What follows belongs to an exercise in optimizing a design on an open flow for small area and a short achievable clock period; a production flow would make more cautious choices. The RTL was checked by simulation tests, not by an equivalence proof against the original design.

red:
Design image_enhance, start of the top module:
module image_enhance (
    input  logic        clk,
    input  logic        reset,
    input  logic        stall,
    input  logic [80:0] img,
    input  logic [71:0] fil,
    input  logic [8:0]  add_img,
    output logic [29:0] out
);
Size: about 200 I/O pins, roughly 25000 µm² of cells after synthesis.
clock: 20.0 ns
lec_check: 0
cap_margin: 20
core_margin: 2
core_utilization: 55
cts_cluster_diameter: 80
cts_cluster_size: 30
slew_margin: 20
standard.sh (not shown) runs the stock make flow with config.mk's settings and CLKGATE_MAP_FILE= SYNTH_SCRIPT=/design/flow/synth_recipe.tcl, a recipe that flattens the netlist after the stock synthesis.
==> flow/flow/run.sh <==
#!/bin/bash
# Layout flow: the standard synthesis, then a netlist pass that removes
# inverters around the full-adder cells (flow/invopt.py: cell polarities chosen so fewer inverters are needed), then the standard
# ORFS flow from floorplan to finish with the settings in flow/settings.txt.
set -euo pipefail
R=orfs/results/sky130hd/image_enhance/base
bash standard.sh synth > synth.log 2>&1
python3 flow/invopt.py $R/1_2_yosys.v $R/1_2_yosys_invopt.v > invopt.log 2>&1
cp $R/1_2_yosys.v $R/1_2_yosys_orig.v
cp $R/1_2_yosys_invopt.v $R/1_2_yosys.v
rm -f $R/1_synth.odb $R/1_synth.sdc
mapfile -t EXTRA < flow/settings.txt
bash standard.sh "${EXTRA[@]}" finish > finish.log 2>&1
==> flow/flow/settings.txt <==
SETUP_SLACK_MARGIN=14.9
BUFFER_PORTS_ARGS=-buffer_cell sky130_fd_sc_hd__buf_1
Other scripts of this flow, unchanged in this note and not shown: flow/flow/invopt.py
red ran to completion and came out clean on the timing, design-rule and antenna checks.
What blue does differently from red at the input level:
- putting GPL_TIMING_DRIVEN at 1 where nothing was set
- swapping 55 for 70 in CORE_UTILIZATION
==> flow/flow/run.sh <==
#!/bin/bash
# Layout flow:
#  1. the standard synthesis (standard.sh synth), unchanged;
#  2. flow/invopt.py on its netlist: picks the polarity in which each
#     full adder and 2-input AND/OR/XOR gate works, so that fewer inverters
#     are needed, and puts each full adder's latest input on its fastest pin
#     (the logic and the registers are left as they are);
#  3. the standard ORFS flow from floorplan to finish, with the make settings
#     in flow/settings.txt, one per line: ports buffered with buf_1.
# Each step's output goes to its own log file in the work folder.
set -euo pipefail
R=orfs/results/sky130hd/image_enhance/base
bash standard.sh synth > synth.log 2>&1
python3 flow/invopt.py $R/1_2_yosys.v $R/1_2_yosys_invopt.v > invopt.log 2>&1
cp $R/1_2_yosys.v $R/1_2_yosys_orig.v
cp $R/1_2_yosys_invopt.v $R/1_2_yosys.v
rm -f $R/1_synth.odb $R/1_synth.sdc
mapfile -t EXTRA < flow/settings.txt
bash standard.sh "${EXTRA[@]}" finish > finish.log 2>&1
==> flow/flow/settings.txt <==
BUFFER_PORTS_ARGS=-buffer_cell sky130_fd_sc_hd__buf_1
--- outcome ---
Looking at the reports, blue completed the entire flow and the layout it produced met the timing, design-rule and antenna checks.
Cell area | blue vs red | blue smaller
The routed wire length reported for blue is smaller than that of red by 1.7%.
The final worst-path cycle share number comes out higher for blue vs red.
Re count of endpoints failing hold in the final timing report: no difference whatsoever between red and blue.
Against red as the reference, blue delivers a lower layout-stage area growth over the synthesis result.
Comparing blue with red, the net count reported at finish came out essentially unchanged.
| global-route wire length before repair | blue vs red | better |
Here is what was changed in the inputs of green compared with blue.
- swapping 70 for 80 in CORE_UTILIZATION
- clearing GPL_TIMING_DRIVEN, which used to be 1
-- flow/flow/run.sh --
<<< blue, line 7
#     (the logic and the registers are left as they are);
#  3. the standard ORFS flow from floorplan to finish, with the make settings
#     in flow/settings.txt, one per line: ports buffered with buf_1.
# Each step's output goes to its own log file in the work folder.
set -euo pipefail
>>> green, line 7
#     (the logic and the registers are left as they are);
#  3. the standard ORFS flow from floorplan to finish, with the make settings
#     in flow/settings.txt, one per line: ports buffered with buf_1, and
#     timing repair asked for 14.9 ns of setup slack (a 5.1 ns period), at
#     the design's clock period and constraints.
# Each step's output goes to its own log file in the work folder.
set -euo pipefail
==> flow/flow/settings.txt <==
SETUP_SLACK_MARGIN=14.9
BUFFER_PORTS_ARGS=-buffer_cell sky130_fd_sc_hd__buf_1
Looking at worst hold slack, green sits 0.0033 ns above blue. In green relative to blue, cell count had gone down by a few percent. Status: final non-filler cell area parity (green, blue). The die used by green is smaller than the one used by blue. green vs blue: wire length up in green. green vs blue — first-pass GRT wire length rose 8.9%. Min antenna diode count across blue and green: blue.
Inputs modified between green and orange:
- a deleted CTS_CLUSTER_DIAMETER that had been 80
- a change of CORE_UTILIZATION from 80 to 55
- a deleted CTS_CLUSTER_SIZE that had been 30
==> flow/flow/run.sh <==
#!/bin/bash
# Layout flow: the standard synthesis, then a netlist pass that removes
# inverters around the full-adder cells (flow/invopt.py: cell polarities chosen so fewer inverters are needed), then the standard
# ORFS flow from floorplan to finish with the settings in flow/settings.txt.
set -euo pipefail
R=orfs/results/sky130hd/image_enhance/base
bash standard.sh synth > synth.log 2>&1
python3 flow/invopt.py $R/1_2_yosys.v $R/1_2_yosys_invopt.v > invopt.log 2>&1
cp $R/1_2_yosys.v $R/1_2_yosys_orig.v
cp $R/1_2_yosys_invopt.v $R/1_2_yosys.v
rm -f $R/1_synth.odb $R/1_synth.sdc
mapfile -t EXTRA < flow/settings.txt
bash standard.sh "${EXTRA[@]}" finish > finish.log 2>&1
==> flow/flow/settings.txt <==
SETUP_SLACK_MARGIN=15.0
BUFFER_PORTS_ARGS=-buffer_cell sky130_fd_sc_hd__buf_1
[summary]
orange ran to completion and came out clean on the timing, design-rule and antenna checks.
Between orange and green, it is orange whose core utilization is lower, by 25 points.
Die area: orange worse than green
Taking green as the reference, in orange total wirelength of the detailed-routed design now sits lower; met3 routed wirelength now sits lower.
Area share of buffers outside the clock network: higher on orange
Setup slack at placement in orange is 0.025 ns above green.
The final cell area excluding filler cells in orange sits 3.9% above the value recorded for green.
For the cell count, orange came in 238 higher than green did.
Input changes introduced in purple (baseline for comparison: orange):
- an added CTS_CLUSTER_DIAMETER of 80
- an added CTS_CLUSTER_SIZE of 30
- a change of CORE_UTILIZATION from 55 to 70
==> flow/flow/run.sh <==
#!/bin/bash
# Layout flow:
#  1. the standard synthesis (standard.sh synth), unchanged;
#  2. flow/invopt.py on its netlist: picks the polarity in which each
#     full adder and 2-input AND/OR/XOR gate works, so that fewer inverters
#     are needed, and puts each full adder's latest input on its fastest pin
#     (the logic and the registers are left as they are);
#  3. the standard ORFS flow from floorplan to finish, with the make settings
#     in flow/settings.txt, one per line: ports buffered with buf_1, and
#     timing repair asked for 14.9 ns of setup slack (a 5.1 ns period), at
#     the design's clock period and constraints.
# Each step's output goes to its own log file in the work folder.
set -euo pipefail
R=orfs/results/sky130hd/image_enhance/base
bash standard.sh synth > synth.log 2>&1
python3 flow/invopt.py $R/1_2_yosys.v $R/1_2_yosys_invopt.v > invopt.log 2>&1
cp $R/1_2_yosys.v $R/1_2_yosys_orig.v
cp $R/1_2_yosys_invopt.v $R/1_2_yosys.v
rm -f $R/1_synth.odb $R/1_synth.sdc
mapfile -t EXTRA < flow/settings.txt
bash standard.sh "${EXTRA[@]}" finish > finish.log 2>&1
==> flow/flow/settings.txt <==
SETUP_SLACK_MARGIN=14.9
BUFFER_PORTS_ARGS=-buffer_cell sky130_fd_sc_hd__buf_1
## What came out
- purple has completed all stages; timing, DRC and antenna checks passed.
- Going from orange to purple, routed metal-1 wirelength shrank by more than 10%.
- Between purple and orange, it is purple whose max-slew headroom at the worst pin is lower, by 14 points.
- Comparing purple and orange, the higher minimum clock period after layout was measured on purple.

## separate check: timing with driven ports
How much do the figures lean on ideal ports? The routed layouts below were timed once more, with nothing changed but the port constraints.
Step 1 assumes that a clkbuf_16 drives the clock port and a buf_2 every other input.
Step 2, shift: input delay + t, output delay - t, t = (earliest + latest rising clock arrival at the registers) / 2. This alone moves slack from input paths to output paths.
Slacks: ideal / step 1 / step 2; pairs: ideal / step 1.
run	t (ns)	setup slack, ns	clock arrival spread, ns
red	0.609	14.930 / 14.867 / 14.472	0.039 / 0.040
blue	0.581	14.429 / 14.461 / 13.880	0.024 / 0.024
green	0.577	14.910 / 14.855 / 14.430	0.032 / 0.032
orange	0.633	14.917 / 14.857 / 14.541	0.023 / 0.023
purple	0.599	14.913 / 14.853 / 14.388	0.024 / 0.024
After both steps setup and hold are still met in every run listed. For blue, which loses most, drivers alone change the setup slack by +0.032 ns; drivers and shift together by -0.549 ns.
